From an optimization exercise on the open Yosys and OpenROAD flow, aimed at small area, a short achievable clock period and few clock cycles; shortcuts taken in it are not production practice. Only simulation tests tie the RTL to the original design; equivalence was not proved. No activity file was given, so power comes from the tool's default toggle rates.

==> design/flow/design.v <==
module hd_s1(input [127:0] a, input [127:0] b, output [39:0] y);
  wire [127:0] x = a ^ b;
  wire s1 = x[0] ^ x[1] ^ x[2];
  wire c2 = (x[0] & x[1]) | (x[0] & x[2]) | (x[1] & x[2]);
  wire s3 = x[3] ^ x[4] ^ x[5];
  wire c4 = (x[3] & x[4]) | (x[3] & x[5]) | (x[4] & x[5]);
  wire s5 = x[6] ^ x[7] ^ x[8];
  wire c6 = (x[6] & x[7]) | (x[6] & x[8]) | (x[7] & x[8]);
  wire s7 = x[9] ^ x[10] ^ x[11];
  wire c8 = (x[9] & x[10]) | (x[9] & x[11]) | (x[10] & x[11]);
  wire s9 = x[12] ^ x[13] ^ x[14];
  wire c10 = (x[12] & x[13]) | (x[12] & x[14]) | (x[13] & x[14]);
  wire s11 = x[15] ^ x[16] ^ x[17];
  wire c12 = (x[15] & x[16]) | (x[15] & x[17]) | (x[16] & x[17]);
  wire s13 = x[18] ^ x[19] ^ x[20];
  wire c14 = (x[18] & x[19]) | (x[18] & x[20]) | (x[19] & x[20]);
  wire s15 = x[21] ^ x[22] ^ x[23];
  wire c16 = (x[21] & x[22]) | (x[21] & x[23]) | (x[22] & x[23]);
  wire s17 = x[24] ^ x[25] ^ x[26];
  wire c18 = (x[24] & x[25]) | (x[24] & x[26]) | (x[25] & x[26]);
  wire s19 = x[27] ^ x[28] ^ x[29];
  wire c20 = (x[27] & x[28]) | (x[27] & x[29]) | (x[28] & x[29]);
  wire s21 = x[30] ^ x[31] ^ x[32];
  wire c22 = (x[30] & x[31]) | (x[30] & x[32]) | (x[31] & x[32]);
  wire s23 = x[33] ^ x[34] ^ x[35];
  wire c24 = (x[33] & x[34]) | (x[33] & x[35]) | (x[34] & x[35]);
  wire s25 = x[36] ^ x[37] ^ x[38];
  wire c26 = (x[36] & x[37]) | (x[36] & x[38]) | (x[37] & x[38]);
  wire s27 = x[39] ^ x[40] ^ x[41];
  wire c28 = (x[39] & x[40]) | (x[39] & x[41]) | (x[40] & x[41]);
  wire s29 = x[42] ^ x[43] ^ x[44];
  wire c30 = (x[42] & x[43]) | (x[42] & x[44]) | (x[43] & x[44]);
  wire s31 = x[45] ^ x[46] ^ x[47];
  wire c32 = (x[45] & x[46]) | (x[45] & x[47]) | (x[46] & x[47]);
  wire s33 = x[48] ^ x[49] ^ x[50];
  wire c34 = (x[48] & x[49]) | (x[48] & x[50]) | (x[49] & x[50]);
  wire s35 = x[51] ^ x[52] ^ x[53];
  wire c36 = (x[51] & x[52]) | (x[51] & x[53]) | (x[52] & x[53]);
  wire s37 = x[54] ^ x[55] ^ x[56];
  wire c38 = (x[54] & x[55]) | (x[54] & x[56]) | (x[55] & x[56]);
  wire s39 = x[57] ^ x[58] ^ x[59];
  wire c40 = (x[57] & x[58]) | (x[57] & x[59]) | (x[58] & x[59]);
  wire s41 = x[60] ^ x[61] ^ x[62];
  wire c42 = (x[60] & x[61]) | (x[60] & x[62]) | (x[61] & x[62]);
  wire s43 = x[63] ^ x[64] ^ x[65];
  wire c44 = (x[63] & x[64]) | (x[63] & x[65]) | (x[64] & x[65]);
  wire s45 = x[66] ^ x[67] ^ x[68];
  wire c46 = (x[66] & x[67]) | (x[66] & x[68]) | (x[67] & x[68]);
  wire s47 = x[69] ^ x[70] ^ x[71];
  wire c48 = (x[69] & x[70]) | (x[69] & x[71]) | (x[70] & x[71]);
  wire s49 = x[72] ^ x[73] ^ x[74];
  wire c50 = (x[72] & x[73]) | (x[72] & x[74]) | (x[73] & x[74]);
  wire s51 = x[75] ^ x[76] ^ x[77];
  wire c52 = (x[75] & x[76]) | (x[75] & x[77]) | (x[76] & x[77]);
  wire s53 = x[78] ^ x[79] ^ x[80];
  wire c54 = (x[78] & x[79]) | (x[78] & x[80]) | (x[79] & x[80]);
  wire s55 = x[81] ^ x[82] ^ x[83];
  wire c56 = (x[81] & x[82]) | (x[81] & x[83]) | (x[82] & x[83]);
  wire s57 = x[84] ^ x[85] ^ x[86];
  wire c58 = (x[84] & x[85]) | (x[84] & x[86]) | (x[85] & x[86]);
  wire s59 = x[87] ^ x[88] ^ x[89];
  wire c60 = (x[87] & x[88]) | (x[87] & x[89]) | (x[88] & x[89]);
  wire s61 = x[90] ^ x[91] ^ x[92];
  wire c62 = (x[90] & x[91]) | (x[90] & x[92]) | (x[91] & x[92]);
  wire s63 = x[93] ^ x[94] ^ x[95];
  wire c64 = (x[93] & x[94]) | (x[93] & x[95]) | (x[94] & x[95]);
  wire s65 = x[96] ^ x[97] ^ x[98];
  wire c66 = (x[96] & x[97]) | (x[96] & x[98]) | (x[97] & x[98]);
  wire s67 = x[99] ^ x[100] ^ x[101];
  wire c68 = (x[99] & x[100]) | (x[99] & x[101]) | (x[100] & x[101]);
  wire s69 = x[102] ^ x[103] ^ x[104];
  wire c70 = (x[102] & x[103]) | (x[102] & x[104]) | (x[103] & x[104]);
  wire s71 = x[105] ^ x[106] ^ x[107];
  wire c72 = (x[105] & x[106]) | (x[105] & x[107]) | (x[106] & x[107]);
  wire s73 = x[108] ^ x[109] ^ x[110];
  wire c74 = (x[108] & x[109]) | (x[108] & x[110]) | (x[109] & x[110]);
  wire s75 = x[111] ^ x[112] ^ x[113];
  wire c76 = (x[111] & x[112]) | (x[111] & x[113]) | (x[112] & x[113]);
  wire s77 = x[114] ^ x[115] ^ x[116];
  wire c78 = (x[114] & x[115]) | (x[114] & x[116]) | (x[115] & x[116]);
  wire s79 = x[117] ^ x[118] ^ x[119];
  wire c80 = (x[117] & x[118]) | (x[117] & x[119]) | (x[118] & x[119]);
  wire s81 = x[120] ^ x[121] ^ x[122];
  wire c82 = (x[120] & x[121]) | (x[120] & x[122]) | (x[121] & x[122]);
  wire s83 = x[123] ^ x[124] ^ x[125];
  wire c84 = (x[123] & x[124]) | (x[123] & x[125]) | (x[124] & x[125]);
  wire s85 = s1 ^ s3 ^ s5;
  wire c86 = (s1 & s3) | (s1 & s5) | (s3 & s5);
  wire s87 = s7 ^ s9 ^ s11;
  wire c88 = (s7 & s9) | (s7 & s11) | (s9 & s11);
  wire s89 = s13 ^ s15 ^ s17;
  wire c90 = (s13 & s15) | (s13 & s17) | (s15 & s17);
  wire s91 = s19 ^ s21 ^ s23;
  wire c92 = (s19 & s21) | (s19 & s23) | (s21 & s23);
  wire s93 = s25 ^ s27 ^ s29;
  wire c94 = (s25 & s27) | (s25 & s29) | (s27 & s29);
  wire s95 = s31 ^ s33 ^ s35;
  wire c96 = (s31 & s33) | (s31 & s35) | (s33 & s35);
  wire s97 = s37 ^ s39 ^ s41;
  wire c98 = (s37 & s39) | (s37 & s41) | (s39 & s41);
  wire s99 = s43 ^ s45 ^ s47;
  wire c100 = (s43 & s45) | (s43 & s47) | (s45 & s47);
  wire s101 = s49 ^ s51 ^ s53;
  wire c102 = (s49 & s51) | (s49 & s53) | (s51 & s53);
  wire s103 = s55 ^ s57 ^ s59;
  wire c104 = (s55 & s57) | (s55 & s59) | (s57 & s59);
  wire s105 = s61 ^ s63 ^ s65;
  wire c106 = (s61 & s63) | (s61 & s65) | (s63 & s65);
  wire s107 = s67 ^ s69 ^ s71;
  wire c108 = (s67 & s69) | (s67 & s71) | (s69 & s71);
  wire s109 = s73 ^ s75 ^ s77;
  wire c110 = (s73 & s75) | (s73 & s77) | (s75 & s77);
  wire s111 = s79 ^ s81 ^ s83;
  wire c112 = (s79 & s81) | (s79 & s83) | (s81 & s83);
  wire s113 = c2 ^ c4 ^ c6;
  wire c114 = (c2 & c4) | (c2 & c6) | (c4 & c6);
  wire s115 = c8 ^ c10 ^ c12;
  wire c116 = (c8 & c10) | (c8 & c12) | (c10 & c12);
  wire s117 = c14 ^ c16 ^ c18;
  wire c118 = (c14 & c16) | (c14 & c18) | (c16 & c18);
  wire s119 = c20 ^ c22 ^ c24;
  wire c120 = (c20 & c22) | (c20 & c24) | (c22 & c24);
  wire s121 = c26 ^ c28 ^ c30;
  wire c122 = (c26 & c28) | (c26 & c30) | (c28 & c30);
  wire s123 = c32 ^ c34 ^ c36;
  wire c124 = (c32 & c34) | (c32 & c36) | (c34 & c36);
  wire s125 = c38 ^ c40 ^ c42;
  wire c126 = (c38 & c40) | (c38 & c42) | (c40 & c42);
  wire s127 = c44 ^ c46 ^ c48;
  wire c128 = (c44 & c46) | (c44 & c48) | (c46 & c48);
  wire s129 = c50 ^ c52 ^ c54;
  wire c130 = (c50 & c52) | (c50 & c54) | (c52 & c54);
  wire s131 = c56 ^ c58 ^ c60;
  wire c132 = (c56 & c58) | (c56 & c60) | (c58 & c60);
  wire s133 = c62 ^ c64 ^ c66;
  wire c134 = (c62 & c64) | (c62 & c66) | (c64 & c66);
  wire s135 = c68 ^ c70 ^ c72;
  wire c136 = (c68 & c70) | (c68 & c72) | (c70 & c72);
  wire s137 = c74 ^ c76 ^ c78;
  wire c138 = (c74 & c76) | (c74 & c78) | (c76 & c78);
  wire s139 = c80 ^ c82 ^ c84;
  wire c140 = (c80 & c82) | (c80 & c84) | (c82 & c84);
  wire s141 = s85 ^ s87 ^ s89;
  wire c142 = (s85 & s87) | (s85 & s89) | (s87 & s89);
  wire s143 = s91 ^ s93 ^ s95;
  wire c144 = (s91 & s93) | (s91 & s95) | (s93 & s95);
  wire s145 = s97 ^ s99 ^ s101;
  wire c146 = (s97 & s99) | (s97 & s101) | (s99 & s101);
  wire s147 = s103 ^ s105 ^ s107;
  wire c148 = (s103 & s105) | (s103 & s107) | (s105 & s107);
  wire s149 = s109 ^ s111 ^ x[126];
  wire c150 = (s109 & s111) | (s109 & x[126]) | (s111 & x[126]);
  wire s151 = c86 ^ c88 ^ c90;
  wire c152 = (c86 & c88) | (c86 & c90) | (c88 & c90);
  wire s153 = c92 ^ c94 ^ c96;
  wire c154 = (c92 & c94) | (c92 & c96) | (c94 & c96);
  wire s155 = c98 ^ c100 ^ c102;
  wire c156 = (c98 & c100) | (c98 & c102) | (c100 & c102);
  wire s157 = c104 ^ c106 ^ c108;
  wire c158 = (c104 & c106) | (c104 & c108) | (c106 & c108);
  wire s159 = c110 ^ c112 ^ s113;
  wire c160 = (c110 & c112) | (c110 & s113) | (c112 & s113);
  wire s161 = s115 ^ s117 ^ s119;
  wire c162 = (s115 & s117) | (s115 & s119) | (s117 & s119);
  wire s163 = s121 ^ s123 ^ s125;
  wire c164 = (s121 & s123) | (s121 & s125) | (s123 & s125);
  wire s165 = s127 ^ s129 ^ s131;
  wire c166 = (s127 & s129) | (s127 & s131) | (s129 & s131);
  wire s167 = s133 ^ s135 ^ s137;
  wire c168 = (s133 & s135) | (s133 & s137) | (s135 & s137);
  wire s169 = c114 ^ c116 ^ c118;
  wire c170 = (c114 & c116) | (c114 & c118) | (c116 & c118);
  wire s171 = c120 ^ c122 ^ c124;
  wire c172 = (c120 & c122) | (c120 & c124) | (c122 & c124);
  wire s173 = c126 ^ c128 ^ c130;
  wire c174 = (c126 & c128) | (c126 & c130) | (c128 & c130);
  wire s175 = c132 ^ c134 ^ c136;
  wire c176 = (c132 & c134) | (c132 & c136) | (c134 & c136);
  assign y = {c176, c174, c172, c170, c140, c138, s175, s173, s171, s169, c168, c166, c164, c162, c160, c158, c156, c154, c152, s139, s167, s165, s163, s161, s159, s157, s155, s153, s151, c150, c148, c146, c144, c142, x[127], s149, s147, s145, s143, s141};
endmodule
module hd_s2(input [39:0] y, output [7:0] d);
  wire s1 = y[0] ^ y[1] ^ y[2];
  wire c2 = (y[0] & y[1]) | (y[0] & y[2]) | (y[1] & y[2]);
  wire s3 = y[3] ^ y[4] ^ y[5];
  wire c4 = (y[3] & y[4]) | (y[3] & y[5]) | (y[4] & y[5]);
  wire s5 = y[6] ^ y[7] ^ y[8];
  wire c6 = (y[6] & y[7]) | (y[6] & y[8]) | (y[7] & y[8]);
  wire s7 = y[9] ^ y[10] ^ y[11];
  wire c8 = (y[9] & y[10]) | (y[9] & y[11]) | (y[10] & y[11]);
  wire s9 = y[12] ^ y[13] ^ y[14];
  wire c10 = (y[12] & y[13]) | (y[12] & y[14]) | (y[13] & y[14]);
  wire s11 = y[15] ^ y[16] ^ y[17];
  wire c12 = (y[15] & y[16]) | (y[15] & y[17]) | (y[16] & y[17]);
  wire s13 = y[18] ^ y[19] ^ y[20];
  wire c14 = (y[18] & y[19]) | (y[18] & y[20]) | (y[19] & y[20]);
  wire s15 = y[21] ^ y[22] ^ y[23];
  wire c16 = (y[21] & y[22]) | (y[21] & y[23]) | (y[22] & y[23]);
  wire s17 = y[24] ^ y[25] ^ y[26];
  wire c18 = (y[24] & y[25]) | (y[24] & y[26]) | (y[25] & y[26]);
  wire s19 = y[27] ^ y[28] ^ y[29];
  wire c20 = (y[27] & y[28]) | (y[27] & y[29]) | (y[28] & y[29]);
  wire s21 = y[30] ^ y[31] ^ y[32];
  wire c22 = (y[30] & y[31]) | (y[30] & y[32]) | (y[31] & y[32]);
  wire s23 = y[33] ^ y[34] ^ y[35];
  wire c24 = (y[33] & y[34]) | (y[33] & y[35]) | (y[34] & y[35]);
  wire s25 = y[36] ^ y[37] ^ y[38];
  wire c26 = (y[36] & y[37]) | (y[36] & y[38]) | (y[37] & y[38]);
  wire s27 = c2 ^ c4 ^ s5;
  wire c28 = (c2 & c4) | (c2 & s5) | (c4 & s5);
  wire s29 = s7 ^ s9 ^ s11;
  wire c30 = (s7 & s9) | (s7 & s11) | (s9 & s11);
  wire s31 = c6 ^ c8 ^ c10;
  wire c32 = (c6 & c8) | (c6 & c10) | (c8 & c10);
  wire s33 = c12 ^ c14 ^ s15;
  wire c34 = (c12 & c14) | (c12 & s15) | (c14 & s15);
  wire s35 = s17 ^ s19 ^ s21;
  wire c36 = (s17 & s19) | (s17 & s21) | (s19 & s21);
  wire s37 = c16 ^ c18 ^ c20;
  wire c38 = (c16 & c18) | (c16 & c20) | (c18 & c20);
  wire s39 = c22 ^ c24 ^ s25;
  wire c40 = (c22 & c24) | (c22 & s25) | (c24 & s25);
  wire s41 = s27 ^ s29 ^ s13;
  wire c42 = (s27 & s29) | (s27 & s13) | (s29 & s13);
  wire s43 = c28 ^ c30 ^ s31;
  wire c44 = (c28 & c30) | (c28 & s31) | (c30 & s31);
  wire s45 = s33 ^ s35 ^ s23;
  wire c46 = (s33 & s35) | (s33 & s23) | (s35 & s23);
  wire s47 = c32 ^ c34 ^ c36;
  wire c48 = (c32 & c34) | (c32 & c36) | (c34 & c36);
  wire s49 = s37 ^ s39 ^ y[39];
  wire c50 = (s37 & s39) | (s37 & y[39]) | (s39 & y[39]);
  wire s51 = c38 ^ c40 ^ c26;
  wire c52 = (c38 & c40) | (c38 & c26) | (c40 & c26);
  wire s53 = c42 ^ s43 ^ s45;
  wire c54 = (c42 & s43) | (c42 & s45) | (s43 & s45);
  wire s55 = c44 ^ c46 ^ s47;
  wire c56 = (c44 & c46) | (c44 & s47) | (c46 & s47);
  wire s57 = c48 ^ c50 ^ s51;
  wire c58 = (c48 & c50) | (c48 & s51) | (c50 & s51);
  wire s59 = c54 ^ s55 ^ s49;
  wire c60 = (c54 & s55) | (c54 & s49) | (s55 & s49);
  wire s61 = c60 ^ c56 ^ s57;
  wire c62 = (c60 & c56) | (c60 & s57) | (c56 & s57);
  wire s63 = c62 ^ c58 ^ c52;
  wire c64 = (c62 & c58) | (c62 & c52) | (c58 & c52);
  wire [6:0] ra = {c64, s63, s61, s59, s53, s41, s1};
  wire [6:0] rb = {1'b0, 1'b0, 1'b0, 1'b0, 1'b0, 1'b0, s3};
  assign d = ra + rb;
endmodule
module hd_pipe(input clk, input [127:0] a, input [127:0] b, output [7:0] d);
  wire [39:0] y;
  reg [39:0] y_r;
  hd_s1 u_s1(.a(a), .b(b), .y(y));
  always @(posedge clk) y_r <= y;
  hd_s2 u_s2(.y(y_r), .d(d));
endmodule
`timescale 1ns / 1ps
module tracker(
    input clk, rst,
    input v, vP, vR, last,
    input [3:0] hdP,
    input ltP,
    input [7:0] hdR,
    input rok,
    output reg fin,
    output hit,
    output reg [9:0] bestP,
    output reg [9:0] bestR
    );
reg fresh;
reg [9:0] jt;
reg [3:0] minP;
reg [7:0] minR;
reg rokR;
wire first = fresh;
wire [9:0] jc = first ? 10'd0 : jt;
wire [3:0] baseP = first ? 4'hF : minP;
wire updP = v && vP && ltP && (hdP < baseP);
wire updR = v && vR && (first || (hdR < minR));
always @(posedge clk) begin
    if (v)
        jt <= jc + 10'd1;
    if (updP) begin
        minP <= hdP;
        bestP <= jc;
    end else if (v && first)
        minP <= 4'hF;
    if (updR) begin
        minR <= hdR;
        bestR <= jc;
        rokR <= rok;
    end
    if (rst) begin
        fresh <= 1'b1;
        fin <= 1'b0;
    end else begin
        if (v)
            fresh <= last;
        fin <= v && last;
    end
end
assign hit = (minP != 4'hF) && rokR;
endmodule
`timescale 1ns / 1ps
module Match_Ctrl #(
    parameter Match_Threshold = 10,
    parameter PSR = 5  
)
(
    input clk,
    input rst,
    input start,
    output [59:0] dout,
    output dout_valid,
    output match_done,
    input wire [9:0] DesNum_RP,
    input wire [9:0] DesNum_RR,
    input wire [9:0] DesNum_RL,
    output  [9:0] R_R_addr,
    input [147:0] R_R_data,
    output  [9:0] R_P_addr,
    input [147:0] R_P_data,
    output [9:0] R_L_addr,
    input [147:0] R_L_data
    );
localparam IDLE = 2'd0, RUN = 2'd1, DRAIN = 2'd2;
reg [1:0] state;
reg [9:0] a, aprev, j;
wire       fin, hit;
wire [9:0] bestP, bestR;
wire       rr_now = fin & hit;      
wire zero = (DesNum_RL == 10'd0) || (DesNum_RP == 10'd0) || (DesNum_RR == 10'd0);
wire [10:0] j1 = {1'b0, j} + 11'd1;
wire lastj = (j >= 10'd4) && (j1 >= {1'b0, DesNum_RP}) && (j1 >= {1'b0, DesNum_RR});
wire [9:0] a1 = a + 10'd1;
wire lastL = (a1 == DesNum_RL);
wire go    = (state == IDLE) && start && !zero;
wire issue = go || ((state == RUN) && !rr_now);
reg f1v, f1p, f1r, f1l;
reg f2v, f2p, f2r, f2l;
reg f3v, f3p, f3r, f3l;
reg rr_d1, done_r;
always @(posedge clk) begin
    f1p <= (j < DesNum_RP);
    f1r <= (j < DesNum_RR);
    f1l <= lastj;
    f2p <= f1p; f2r <= f1r; f2l <= f1l;
    f3p <= f2p; f3r <= f2r; f3l <= f2l;
    if (rst) begin
        state <= IDLE;
        a <= 0;
        j <= 0;
        f1v <= 0; f2v <= 0; f3v <= 0;
        rr_d1 <= 0;
        done_r <= 0;
    end else begin
        f1v <= issue;
        f2v <= f1v;
        f3v <= f2v;
        rr_d1 <= rr_now;
        done_r <= ((state == IDLE) && start && zero) || ((state == DRAIN) && fin);
        case (state)
            IDLE: begin
                a <= 0;
                j <= 0;
                if (go) begin
                    j <= 1;
                    state <= RUN;
                end
            end
            RUN: begin
                if (!rr_now) begin
                    if (lastj) begin
                        j <= 0;
                        a <= a1;
                        aprev <= a;
                        if (lastL)
                            state <= DRAIN;
                    end else
                        j <= j1[9:0];
                end
            end
            default: begin  
                if (fin)
                    state <= IDLE;
            end
        endcase
    end
end
wire [127:0] dL = R_L_data[127:0];
wire [9:0] rowL = R_L_data[137:128];
wire [9:0] rowR = R_R_data[137:128];
wire [10:0] rdiff = {1'b0, rowR} - {1'b0, rowL} + 11'd4;    
wire rowok = (rdiff <= 11'd8);
reg rok2;
always @(posedge clk)
    rok2 <= rowok;
wire [7:0] dP, dR;
hd_pipe u_hdP(.clk(clk), .a(dL), .b(R_P_data[127:0]), .d(dP));
hd_pipe u_hdR(.clk(clk), .a(dL), .b(R_R_data[127:0]), .d(dR));
reg [7:0] hdR;
reg [3:0] hdP;
reg ltP, rok3;
always @(posedge clk) begin
    hdR <= dR;
    hdP <= dP[3:0];
    ltP <= (dP < Match_Threshold);
    rok3 <= rok2;
end
tracker u_trk(
    .clk(clk), .rst(rst),
    .v(f3v), .vP(f3p), .vR(f3r), .last(f3l),
    .hdP(hdP), .ltP(ltP), .hdR(hdR), .rok(rok3),
    .fin(fin), .hit(hit), .bestP(bestP), .bestR(bestR)
);
assign R_L_addr = rr_now ? aprev : a;
assign R_P_addr = rr_now ? bestP : j;
assign R_R_addr = rr_now ? bestR : j;
assign dout = {R_R_data[147:128], R_P_data[147:128], R_L_data[147:128]};
assign dout_valid = rr_d1;
assign match_done = done_r;
endmodule
==> design/flow/run.sh <==
#!/bin/bash
# synth_recipe.tcl (not shown) runs the flow's synth.tcl, then flattens the netlist and writes it again
# the make line also repeats each setting of config.mk as NAME=value (left out here)
make -C /OpenROAD-flow-scripts/flow DESIGN_CONFIG=/design/flow/config.mk WORK_HOME=/design/flow/orfs CLKGATE_MAP_FILE= SYNTH_SCRIPT=/design/flow/synth_recipe.tcl finish
==> design/flow/config.mk <==
export PLATFORM = sky130hd
export DESIGN_NAME = Match_Ctrl
export DESIGN_NICKNAME = Match_Ctrl
export VERILOG_FILES = /design/flow/design.v
export SDC_FILE = /design/flow/constraint.sdc
export NUM_CORES = 4
export LEC_CHECK = 0
export CAP_MARGIN = 20
export CORE_MARGIN = 2
export CORE_UTILIZATION = 40
export SLEW_MARGIN = 20
==> design/flow/constraint.sdc <==
create_clock -name core_clock -period 6.6 [get_ports {clk}]
set_input_delay 1.3200 -clock core_clock [delete_from_list [all_inputs] [get_ports {clk}]]
set_output_delay 1.3200 -clock core_clock [all_outputs]
set_load 0.01 [all_outputs]
==> out/qor.yml <==
final_common_cell: "clkdlybuf4s50_1"
dieHeight_um: 205
rr_endpoint: "hdR[6]$_DFF_P_"
drive_gt1_frac: 0.0204
dp_slack_ns: 2.36
fillers: 3594
place_area_um2: 21200
worst_hold_path.endpoint: "f2r$_DFF_P_"
via_per_inst: 4.62
critPathCaptureType: "flip-flop"
overflow: 0
cts_hold_buf: 0
hold_start: "f1r$_DFF_P_"
area_delta_synth_final_pct: 35.1
wl_per_cell_um: 18.7
tightest_slew_ns: 1.05
hold_viol_final: 0
ir_drop_mv: 1.42
ios: 569
leakagePower_nw: 9.16
grt_pass1_wl_um: 69900
setup_viol: 0
synth_flop_cell: "dfxtp_1"
finalMaxSlewViolations: 0
synth_edf_count: 53
grt_max_degree: 36
syn-cell-area_um2: 16200
vias: 11500
fin_nets: 2738
die_w_um: 205
cts_buffers: 17
rows: 73
htreeDepth: 4
die-area_um2: 42000
r2r_cells: 13
final_area_um2: 21800
cts_tree: "done"
grt_pass1_vias: 12800
ant_nets: 0
worst_setup_path_start_kind: "flip-flop"
insertion_delay_ns: 0.44
totalWireLength_um: 46400
dp.cells: 2449
min_period_over_period: 0.632
critical_path.max_fanout: 3
power.density_nw_per_um2: 503
ys_types: 56
cts.sinks: 186
crit_top_cell: "fa_1"
firstDrtPassIters: 4
dp_hpwl_um: 42100
clock-root-buffer: "clkbuf_16"
cpMaxStageDelayCell: "fa_1"
maxSlewHeadroom: 0.301
avgSynthCellArea_um2: 10.7
final.setup.tns_ns: 0
final_cell_mix: "488 x clkdlybuf4s50_1, 267 x inv_1, 241 x fa_1"
max_stage_delay_ns: 0.55
drtIter0Drc: 473
crit_required_ns: 6.95
grt.total_usage: 0.223
yosysSeqAreaShare: 0.263
clock_skew_ns: 0.0144
finalCriticalPeriod_ns: 4.17
outcome: "no timing/DRC/antenna violations"
async_flop_share: 0
r2r_slack_ns: 2.43
initial_core_util: 0.406
postCtsSetupRepairBufs: 0
crit_path_cell_trace: "inv_1 -> fa_1 -> inv_1 -> fa_1 -> fa_1 -> fa_1 -> inv_1 -> fa_1 -> fa_1 -> inv_1 -> fa_1 -> nand4b_1 -> xnor2_1"
path_class: "flip-flop to flip-flop"
place_congestion: 0.888
worstHoldPathCells: 0
startpoint: "u_hdR.y_r[22]$_DFF_P_"
drv_cap: 0
grt_antenna_before_repair: 7
instances_no_fill: 2490
syn_nets: 2307
critPathArrivalTime_ns: 4.52
cts_resized: 0
clk_pin_slew_ns: 0.07
ys_ff_latch: 186
fin_ws_ns: 2.43
regToRegStartpoint: "u_hdR.y_r[22]$_DFF_P_"
clk_path_buf_depth: 2
io_buffers: 488
fmax_mhz: 240
drc: 0
hold_class: "flip-flop to flip-flop"
synth_warnings: 3
core_area_um2: 39800
netlist_instances: 1512
rsz0062_at_grt: "no"
[routing by layer]
metal | share of wire | global-route usage
met5 | 0.00071 | 0.00595
met2 | 0.53 | 0.405
met4 | 0.024 | 0.0725
met1 | 0.39 | 0.265
met3 | 0.058 | 0.0418
[logic make-up (layout without fill, tap and decap cells)]
group / count (synthesis) / in the layout / synth area share
buffers and inverters: 347 / 791 / 0.0948
adders and majority gates: 318 / 318 / 0.358
xor gates and xnor gates: 300 / 300 / 0.163
and+or+nand+nor: 249 / 249 / 0.0749
DFF: 186 / 186 / 0.263
AOI/OAI and AO/OA: 110 / 110 / 0.0455
muxes: 2 / 2 / 0.00124
other: 0 / 9 / 0
[cell type report]
| type | count | area (um^2) | share of cell area |
|---|---|---|---|
| Multi-Input combinational cell | 979 | 10400 | 0.476 |
| Timing Repair Buffer | 492 | 4910 | 0.225 |
| Sequential cell | 186 | 4250 | 0.195 |
| Inverter | 267 | 1000 | 0.0459 |
| Tap cell | 525 | 657 | 0.0301 |
| Clock buffer | 19 | 433 | 0.0198 |
| Clock inverter | 13 | 155 | 0.00710 |
| Antenna cell | 9 | 22.5 | 0.00103 |
[cell usage after synthesis, types with 2 or more instances]
master / instances / share of area
nor3_1: 4 / 0.0012
and3_1: 9 / 0.0035
clkbuf_1: 16 / 0.0037
o21ai_0: 17 / 0.0053
nor2_1: 37 / 0.0086
o41ai_1: 3 / 0.0016
nand4b_1: 5 / 0.0027
o21bai_1: 2 / 0.00093
o311ai_0: 3 / 0.0016
ha_1: 77 / 0.060
inv_1: 267 / 0.062
a32oi_1: 2 / 0.0011
dfxtp_1: 133 / 0.16
xnor2_1: 230 / 0.12
nand4_1: 9 / 0.0035
nor4_1: 11 / 0.0043
o22ai_1: 2 / 0.00077
buf_2: 4 / 0.0012
a21oi_1: 25 / 0.0077
fa_1: 241 / 0.30
edfxtp_1: 53 / 0.098
nand2b_1: 13 / 0.0050
a211oi_1: 8 / 0.0037
buf_4: 60 / 0.028
mux2i_1: 2 / 0.0012
o211ai_1: 8 / 0.0037
o21a_1: 7 / 0.0032
or4_1: 5 / 0.0023
o31ai_1: 4 / 0.0019
nor3b_1: 2 / 0.00093
nand2_1: 110 / 0.026
or3_1: 4 / 0.0015
a31oi_1: 8 / 0.0031
xor2_1: 70 / 0.038
nand3_1: 16 / 0.0050
a21o_1: 9 / 0.0042
nor2b_1: 16 / 0.0062
a211o_1: 2 / 0.0011
[how the worst max path moves through the flow]
stage,end,slack (ns),cells past startpoint
detailed placement,aprev[1]$_DFFE_PP_,2.36,10
CTS,ltP$_DFF_P_,2.42,12
global placement,aprev[5]$_DFFE_PP_,2.41,10
finish,hdR[6]$_DFF_P_,2.43,13
floorplan,ltP$_DFF_P_,2.55,12
global route,ltP$_DFF_P_,2.28,12
[state kept, by name, indices dropped and copies added (netlist names), 2 cells and up]
signal / count
j: 10
u_trk.minP: 4
a: 10
u_hdP.y_r: 40
u_trk.jt: 10
state: 2
u_trk.bestP: 10
hdR: 8
hdP: 4
u_trk.minR: 8
u_trk.bestR: 10
aprev: 10
u_hdR.y_r: 40
[power by group]
part           switching [W]  leakage (nW)  internal [W]
combinational        0.00432          7.28       0.00380
clock               0.000461         0.285      0.000570
sequential          0.000172          1.59       0.00165
[worst max-delay path, delay by kind of cell, from the launching register on]
family	cells	cell delay, ns
buffers and inverters	4	0.26
adder cells (fa/ha/maj)	7	3.23
XOR/XNOR	1	0.13
flip-flops	1	0.34
AND/OR/NAND/NOR	1	0.14
[metrics by stage]
stage	total power (W)	util	hold WS, ns
final	0.0110	0.548	0.329
after global routing	0.0123	0.548	0.339
after CTS	0.0111	0.548	0.331
after detailed placement	0.0101	0.533	0.314
after global placement	0.00980	0.533	0.317
after floorplan	0.00791	-	0.310
Testbench counts, summed over its fixed seeds: cycles 533,308.

what the ideal ports hide:
The flow's constraints put no driver on any port. The routed layout listed below was extracted and timed again, unchanged, in two steps.
Step 1: set_driving_cell puts a clkbuf_16 on clk and a buf_2 on each other input, an assumption about the parent block.
Step 2 moves the port delays by t, midway between the first and last clock arrival at a register: inputs arrive t later, outputs are due t later. That takes back most of the time a late clock gives input paths.
Three values: no drivers, after step 1, after step 2; two values: the first two.
shift t [ns]: 0.475
setup slack, ns: 2.429 / 2.429 / 2.298
worst register clock-pin slew, ns: 0.08 / 0.08
After both steps setup and hold are still met in this run. For this run, drivers alone change the setup slack by 0.000 ns; drivers and shift together by -0.131 ns.
